Background: an optimization exercise with open tools, aiming at small area. Do not read the settings as production practice.
Only simulation tests tie the RTL to the original design; equivalence was not proved.
Power is estimated from default activity; no workload was simulated.

==> flow/design.v <==
module debounce_button #(
    parameter integer CNT_MAX = 1_000_000    
)(
    input  wire clk,
    input  wire reset_n,       
    input  wire noisy_btn_n,   
    output reg  clean_pulse    
);
    reg sync0, sync1;
    always @(posedge clk or negedge reset_n) begin
        if (!reset_n) begin
            sync0 <= 1'b1;
            sync1 <= 1'b1;
        end else begin
            sync0 <= noisy_btn_n;
            sync1 <= sync0;
        end
    end
    wire btn_level = ~sync1;   
    reg [$clog2(CNT_MAX+1)-1:0] cnt;
    reg stable_level;       
    reg prev_stable_level;  
    always @(posedge clk or negedge reset_n) begin
        if (!reset_n) begin
            cnt              <= 0;
            stable_level     <= 1'b0;
            prev_stable_level<= 1'b0;
            clean_pulse      <= 1'b0;
        end else begin
            clean_pulse <= 1'b0;
            if (btn_level != stable_level) begin
                if (cnt == CNT_MAX) begin
                    stable_level <= btn_level;
                    cnt          <= 0;
                end else begin
                    cnt <= cnt + 1'b1;
                end
            end else begin
                cnt <= 0;
            end
            prev_stable_level <= stable_level;
            if (stable_level && !prev_stable_level) begin
                clean_pulse <= 1'b1;
            end
        end
    end
endmodule
module blink_generator #(
    parameter integer HALF_PERIOD_TICKS = 25_000_000  
)(
    input  wire clk,
    input  wire reset_n,       
    input  wire enable,        
    output reg  blink_out      
);
    reg [$clog2(HALF_PERIOD_TICKS)-1:0] cnt;
    always @(posedge clk or negedge reset_n) begin
        if (!reset_n) begin
            cnt      <= 0;
            blink_out<= 1'b0;
        end else if (enable) begin
            if (cnt == HALF_PERIOD_TICKS - 1) begin
                cnt       <= 0;
                blink_out <= ~blink_out;
            end else begin
                cnt <= cnt + 1'b1;
            end
        end else begin
            cnt       <= 0;
            blink_out <= 1'b0;
        end
    end
endmodule
module phase_timer #(
    parameter integer W = 32
)(
    input  wire clk,
    input  wire reset_n,       
    input  wire state_active,  
	 input wire [W-1:0] duration_ticks,
    output reg  done
);
    reg [W-1:0] cnt;
    reg        prev_active;
    always @(posedge clk or negedge reset_n) begin
        if (!reset_n) begin
            cnt         <= 0;
            done        <= 1'b0;
            prev_active <= 1'b0;
        end else begin
            done <= 1'b0;   
            if (state_active && !prev_active) begin
                cnt <= 0;
            end else if (state_active) begin
                if (cnt >= duration_ticks - 1) begin
                    done <= 1'b1;      
                end else begin
                    cnt <= cnt + 1'b1;
                end
            end else begin
    cnt <= cnt;    
end
            prev_active <= state_active;
        end
    end
endmodule
module sevenseg_decoder(
    input  wire [3:0] bin,
    output reg  [6:0] seg
);
    always @(*) begin
        case (bin)
            4'h0: seg = 7'b1000000;
            4'h1: seg = 7'b1111001;
            4'h2: seg = 7'b0100100;
            4'h3: seg = 7'b0110000;
            4'h4: seg = 7'b0011001;
            4'h5: seg = 7'b0010010;
            4'h6: seg = 7'b0000010;
            4'h7: seg = 7'b1111000;
            4'h8: seg = 7'b0000000;
            4'h9: seg = 7'b0010000;
            4'hA: seg = 7'b0001000;
            4'hB: seg = 7'b0000011;
            4'hC: seg = 7'b1000110;
            4'hD: seg = 7'b0100001;
            4'hE: seg = 7'b0000110;
            4'hF: seg = 7'b0001110;
            default: seg = 7'b1111111;  
        endcase
    end
endmodule
module traffic_fsm(
    input  wire        clk,
    input  wire        reset_n,
    input  wire        clean_ped_button,    
    input  wire        night_mode,          
    input  wire        green_done,
    input  wire        yellow_done,
    input  wire        red_done,
    input  wire        walk_done,
    output reg         red_led,
    output reg         yellow_led,
    output reg         green_led,
    output reg         walk_led,
    output reg         dont_walk_led,
    output reg         walk_enable,         
    output reg         blink_enable,         
	 output reg 		  ped_request_out
);
localparam  S_GREEN  = 3'b000,
            S_YELLOW = 3'b001,
            S_RED    = 3'b010,
            S_WALK   = 3'b011,
            S_NIGHT  = 3'b100;
reg [2:0] state, next_state;
reg ped_request;
always @(posedge clk or negedge reset_n) begin
    if (!reset_n)
        ped_request <= 1'b0;
    else begin
        if (clean_ped_button && !night_mode)
            ped_request <= 1'b1;
        else if (state == S_WALK)
            ped_request <= 1'b0;
    end
end
always @(posedge clk or negedge reset_n) begin
    if (!reset_n)
        state <= S_GREEN;
    else
        state <= next_state;
end
always @(*) begin
    next_state = state;  
    case(state)
        S_GREEN: begin
            if (night_mode)
                next_state = S_NIGHT;
            else if (green_done)
                next_state = S_YELLOW;
        end
        S_YELLOW: begin
            if (night_mode)
                next_state = S_NIGHT;
            else if (yellow_done)
                next_state = S_RED;
        end
        S_RED: begin
            if (night_mode)
                next_state = S_NIGHT;
            else if (red_done && ped_request)
                next_state = S_WALK;
            else if (red_done && !ped_request)
                next_state = S_GREEN;
        end
        S_WALK: begin
            if (night_mode)
                next_state = S_NIGHT;
            else if (walk_done)
                next_state = S_GREEN;
        end
        S_NIGHT: begin
            if (!night_mode)
                next_state = S_GREEN;
        end
        default: next_state = S_GREEN;
    endcase
end
always @(*) begin
    red_led        = 0;
    yellow_led     = 0;
    green_led      = 0;
    walk_led       = 0;
    dont_walk_led  = 1;    
    walk_enable    = 0;
    blink_enable   = 0;
	 ped_request_out = ped_request;
    case(state)
        S_GREEN: begin
            green_led      = 1;
            dont_walk_led  = 1;
        end
        S_YELLOW: begin
            yellow_led     = 1;
            dont_walk_led  = 1;
        end
        S_RED: begin
            red_led        = 1;
            dont_walk_led  = 1;
        end
        S_WALK: begin
            red_led        = 1;
            walk_led       = 1;
            dont_walk_led  = 0;
            walk_enable    = 1;
        end
        S_NIGHT: begin
            blink_enable   = 1;
        end
    endcase
end
endmodule
module walk_countdown_timer #(
    parameter integer START_VALUE    = 4'd5,          
    parameter integer TICKS_PER_SEC  = 50_000_000     
)(
    input  wire       clk,
    input  wire       reset_n,        
    input  wire       start,          
    input  wire       enable,         
    output reg [3:0]  value,          
    output reg        done            
);
    reg [$clog2(TICKS_PER_SEC)-1:0] tick_cnt;
    reg        active;      
    always @(posedge clk or negedge reset_n) begin
        if (!reset_n) begin
            tick_cnt <= 0;
            value    <= START_VALUE;
            active   <= 1'b0;
            done     <= 1'b0;
        end else begin
            done <= 1'b0;   
            if (start) begin
                value    <= START_VALUE;
                tick_cnt <= 0;
                active   <= 1'b1;
            end else if (active && enable) begin
                if (tick_cnt == TICKS_PER_SEC - 1) begin
                    tick_cnt <= 0;
                    if (value != 4'd0) begin
                        value <= value - 4'd1;
                    end else begin
                        active <= 1'b0;    
                        done   <= 1'b1;    
                    end
                end else begin
                    tick_cnt <= tick_cnt + 1'b1;
                end
            end else begin
                tick_cnt <= 0;
            end
        end
    end
endmodule
module traffic_top(
    input  wire        MAX10_CLK1_50,  
    input  wire [1:0]  KEY,            
    input  wire [9:0]  SW,             
    output wire [9:0]  LEDR,           
    output wire [6:0]  HEX0           
);
    localparam integer TICKS_1S = 1000;  
    localparam integer PW = $clog2(10 * TICKS_1S);  
    wire clk        = MAX10_CLK1_50;
    wire reset_n    = KEY[0];       
    wire ped_btn_n  = KEY[1];       
    wire night_mode = SW[0];        
    wire clean_ped_button;
    debounce_button #(
        .CNT_MAX     (TICKS_1S / 50)
    ) db_inst (
        .clk         (clk),
        .reset_n     (reset_n),
        .noisy_btn_n (ped_btn_n),
        .clean_pulse (clean_ped_button)
    );
    wire red_led_raw;
    wire yellow_led_raw;
    wire green_led_raw;
    wire walk_led;
    wire dont_walk_led;
	 wire ped_request_indicator;
    wire walk_enable;
    wire blink_enable;
    wire green_done;
    wire yellow_done;
    wire red_done;
    wire walk_done;
    wire blink_signal;
    wire [3:0] walk_digit;
    wire [6:0] hex0_seg;
    traffic_fsm fsm_inst (
        .clk             (clk),
        .reset_n         (reset_n),
        .clean_ped_button(clean_ped_button),
        .night_mode      (night_mode),
        .green_done      (green_done),
        .yellow_done     (yellow_done),
        .red_done        (red_done),
        .walk_done       (walk_done),
        .red_led         (red_led_raw),
        .yellow_led      (yellow_led_raw),
        .green_led       (green_led_raw),
        .walk_led        (walk_led),
        .dont_walk_led   (dont_walk_led),
        .walk_enable     (walk_enable),
        .blink_enable    (blink_enable),
		  .ped_request_out (ped_request_indicator)
    );
	wire low_mode  = SW[1];
	wire high_mode = SW[2];
	wire [PW-1:0] green_ticks  = high_mode ? (10 * TICKS_1S) :
										low_mode  ? (5  * TICKS_1S) :
														(7  * TICKS_1S);
	wire [PW-1:0] yellow_ticks = high_mode ? (3 * TICKS_1S) :
										low_mode  ? (2 * TICKS_1S) :
														(3 * TICKS_1S);
	wire [PW-1:0] red_ticks    = high_mode ? (7 * TICKS_1S) :
										low_mode  ? (4 * TICKS_1S) :
														(5 * TICKS_1S);
phase_timer #(.W(PW)) green_timer (
    .clk          (clk),
    .reset_n      (reset_n),
    .state_active (green_led_raw),
    .duration_ticks(green_ticks),
    .done         (green_done)
);
phase_timer #(.W(PW)) yellow_timer (
    .clk          (clk),
    .reset_n      (reset_n),
    .state_active (yellow_led_raw),
    .duration_ticks(yellow_ticks),
    .done         (yellow_done)
);
phase_timer #(.W(PW)) red_timer (
    .clk          (clk),
    .reset_n      (reset_n),
    .state_active (red_led_raw),
    .duration_ticks(red_ticks),
    .done         (red_done)
);
    reg walk_enable_d;
    always @(posedge clk or negedge reset_n) begin
        if (!reset_n)
            walk_enable_d <= 1'b0;
        else
            walk_enable_d <= walk_enable;
    end
    wire walk_start_pulse = walk_enable & ~walk_enable_d;
    walk_countdown_timer #(
        .START_VALUE   (4'd7),
        .TICKS_PER_SEC (TICKS_1S)
    ) walk_timer_inst (
        .clk     (clk),
        .reset_n (reset_n),
        .start   (walk_start_pulse),
        .enable  (walk_enable),
        .value   (walk_digit),
        .done    (walk_done)
    );
    sevenseg_decoder hex0_dec (
        .bin (walk_digit),
        .seg (hex0_seg)
    );
    assign HEX0 = hex0_seg;
    blink_generator #(
        .HALF_PERIOD_TICKS(TICKS_1S / 2)  
    ) blink_inst (
        .clk       (clk),
        .reset_n   (reset_n),
        .enable    (blink_enable),
        .blink_out (blink_signal)
    );
    wire yellow_for_led = blink_enable ? blink_signal : yellow_led_raw;
    assign LEDR[0] = green_led_raw;
    assign LEDR[1] = yellow_for_led;
    assign LEDR[2] = red_led_raw;
    assign LEDR[3] = walk_led;
    assign LEDR[4] = dont_walk_led;
	 assign LEDR[5] = ped_request_indicator;
	 assign LEDR[6] = SW[1];  
	 assign LEDR[7] = SW[2];  
    assign LEDR[9:8] = 2'b00;    
endmodule
==> flow/run.sh <==
#!/bin/bash
# synth_recipe.tcl (not shown) runs the flow's synth.tcl, then flattens the netlist and writes it again
# the make line also repeats each setting of config.mk as NAME=value (left out here)
make -C /OpenROAD-flow-scripts/flow DESIGN_CONFIG=/design/flow/config.mk WORK_HOME=/design/flow/orfs CLKGATE_MAP_FILE= SYNTH_SCRIPT=/design/flow/synth_recipe.tcl finish
==> flow/config.mk <==
export PLATFORM = sky130hd
export DESIGN_NAME = traffic_top
export DESIGN_NICKNAME = traffic_top
export VERILOG_FILES = /design/flow/design.v
export SDC_FILE = /design/flow/constraint.sdc
export NUM_CORES = 4
export LEC_CHECK = 0
export CAP_MARGIN = 20
export CORE_MARGIN = 2
export CORE_UTILIZATION = 40
export SLEW_MARGIN = 20
==> flow/constraint.sdc <==
create_clock -name core_clock -period 10.0 [get_ports {MAX10_CLK1_50}]
set_input_delay 2.0000 -clock core_clock [delete_from_list [all_inputs] [get_ports {MAX10_CLK1_50}]]
set_output_delay 2.0000 -clock core_clock [all_outputs]
set_load 0.01 [all_outputs]
==> impl_results.md <==
* DR vias at 4044
* Peak supply drop at 0.000122 V
* Startpoint class of the critical path: primary input
* First-pass GRT wire length at 19.0 mm
* Post-DP Area at 0.00543 sq mm
* Ys Warns at 7
* CP max-delay cell: clkdlybuf4s50_1
* Fin Hold WS at 0.361 ns
* Vias in the first global route at 3997
* Max-cap violations at 0
* Total power at 1.19 mW
* Crit share post-route at 0.530
* Die height at 117 um
* Clk sinks at 89
* Largest net degree at the start of global routing at 70
* Initial drt markers at 220
* Fmax at 189 MHz
* Port buffer count at 20
* Hold buffers post-CTS at 0
* Slew @ Worst Pin at 0.933 ns
* Crit-path max FO at 8
* Final min period at 5.30 ns
* Most frequent CP cell: clkdlybuf4s50_1
* Clk slew on worst S/H paths at 0.06 ns
* Area growth syn-to-layout at 11.4%
* Layout cell share with drive strength beyond 1 at 0.0687
* DRC violations left at 0
* Most common cell after layout, fill and taps aside: dfrtp_1
* Post-synthesis register bit count at 89
* First-pass DRT Iterations at 4
* Cell Area, Synth at 0.00515 sq mm
* WS Path Type: primary input to primary output
* Total grt overflow at 0
* Total global-route track usage at 0.166
* Fin nets at 607
* Share of the yosys chip area belonging to registers at 0.434
* Clk_skew at 0.00811 ns
* Non-filler cells, final at 740
* IO Count at 30
* H-tree depth at 3
* DR WL/cell at 14.2 um
* EDFF count, synth at 0
* Core area at 0.0126 sq mm
* Layout fillers at 1217
* Setup_tns at 0 ns
* Clk Latency, worst-skew pair at 0.35 ns
* Starting Density at 0.410
* Main synth FF type: dfrtp_1
* Post-synthesis cell type count at 59
* Final WL at 10.5 mm
* Antenna viol nets, final at 0
* Worst Path Buf+Inv at 2
* CP top delay family: buffers and inverters
* Placed cells at 724
* Required @ worst endpoint at 8.00 ns
* Worst Hold Class: flop to flop
* Run status: complete, no violations
* Fin area at 0.00573 sq mm
* Syn_area_per_cell at 9.24 sq um
* RSZ-0062 raised after global routing: no
* CTS root buf: clkbuf_16
* Commonest non-fill, non-tap cells in the layout: dfrtp_1, nand2_1, nor2_1, a21oi_1, o21ai_0
* Gates resized, CTS repair at 0
* Global placement routability congestion at 0.820
* N_diodes at 0
* # setup viols final at 0
* Hold Fails Final Rpt at 0
* Post-CTS setup repair buffer count at 0
* CTS tree: yes
* Asr flop ratio synth at 1.00
* Die X at 117 um
* Crit path arrival time at 3.30 ns
* Post-Syn Instances at 557
* Die area at 0.0138 sq mm
* Hpwl dp at 7.39 mm
* CP Capture Type: primary output
* Vias per cell at 5.46
* P_leak at 2.49 nW
* Slew Limit Fails at 0
* Initial antenna violation count at 0
* Cell row count at 41
* Power density cells at 208 mW/mm^2
* Relative max-transition margin at 0.372
* Max Root-Sink Buffers at 2
* CTS Buf Count at 9
* Worst path cell trace: clkdlybuf4s50_1 > clkdlybuf4s50_1
* Peak per-stage delay on the critical path at 0.68 ns
registers in the layout, summed over array words and instances (netlist names), 3 cells and up:
signal and cells:
walk_timer_inst.tick_cnt 10, walk_timer_inst.value 4, green_timer.cnt 14, fsm_inst.state 3
db_inst.cnt 5, yellow_timer.cnt 14, blink_inst.cnt 9, red_timer.cnt 14
metrics by stage:
stage                     utilization  worst slack, ns
final                           0.456             4.70
after global routing            0.456             4.67
after detailed placement        0.432             4.71
after CTS                       0.456             4.71
after global placement          0.432             4.70
after floorplan                     -             5.88
worst register-to-register path: cells and delay by family, from the launching register on:
| kind | cells | cell delay, ns |
|---|---|---|
| fa+ha+maj | 1 | 0.33 |
| simple gates | 2 | 0.88 |
| compound gates | 4 | 1.03 |
| flops | 1 | 0.43 |
synth_stat cells (13+ instances only):
cell type,instances,share of area
and3_1,13,0.016
nor2_1,49,0.036
nand3_1,29,0.028
xnor2_1,13,0.022
or4_1,16,0.023
o21ai_0,33,0.032
inv_1,20,0.015
nand2_1,51,0.037
a21oi_1,35,0.034
ha_1,31,0.075
clkbuf_1,15,0.011
or3_1,18,0.022
dfrtp_1,84,0.41
layer usage:
layer  vias up  global-route usage  share of wire
met1      1950               0.223           0.48
met4         0              0.0459          0.011
met5         -                   0              0
met2        64               0.264           0.47
met3         9              0.0438          0.039
li1       2021                   -              -
cell type report:
type	instances	area, sq um	area share
sequential	89	2230	0.390
clock inverter	7	78.8	0.0138
multi-input combinational	421	2690	0.470
inverter	20	75.1	0.0131
clock buffer	9	225	0.0393
timing repair buffer	22	213	0.0371
tap	172	215	0.0375
final timing paths:
| path | start | end | slack, ns | depth (start not counted) |
|---|---|---|---|---|
| worst min-delay path | db_inst.sync0$_DFF_PN1_ | db_inst.sync1$_DFF_PN1_ | 0.36 | 0 |
| min in group asynchronous | KEY[0] | red_timer.cnt[8]$_DFFE_PN0P_ | 1.53 | 1 |
| worst min register to register | db_inst.sync0$_DFF_PN1_ | db_inst.sync1$_DFF_PN1_ | 0.36 | 0 |
| max in group asynchronous | KEY[0] | yellow_timer.cnt[7]$_DFFE_PN0P_ | 7.31 | 2 |
| worst max-delay path | SW[2] | LEDR[7] | 4.70 | 2 |
| worst max register to register | red_timer.cnt[11]$_DFFE_PN0P_ | red_timer.cnt[4]$_DFFE_PN0P_ | 7.23 | 7 |
cells by family after synthesis:
logic type,synth area share
compound gates,0.150
xor+xnor,0.0374
fa+ha+maj,0.0795
buf+inv,0.0440
flops,0.434
mux,0.0143
other cells,0.00146
simple gates,0.239
report_power, final:
part | total [mW] | internal, mW | switching, mW
registers | 0.498 | 0.416 | 0.0817
logic | 0.351 | 0.153 | 0.198
clock network | 0.345 | 0.196 | 0.149

-- port drivers added, routing unchanged --
Ports are ideal in the flow. The routed layout listed here was re-timed in OpenROAD.
Step 1: set_driving_cell puts a clkbuf_16 on MAX10_CLK1_50 and a buf_2 on each other input, an assumption about the parent block.
Step 2, shift: input delay + t, output delay - t, t = (earliest + latest rising clock arrival at the registers) / 2. This alone moves slack from input paths to output paths.
Three values: ideal, step 1, step 2; two values: the first two.
shift t [ns]: 0.382
setup slack, ns: 4.705 / 4.675 / 4.675
worst hold slack (ns): 0.361 / 0.361 / 0.361
worst register clock-pin slew, ns: 0.07 / 0.07
After both steps setup and hold are still met in this run. The setup slack of this run moves by -0.030 ns with the drivers and by -0.030 ns with both steps.
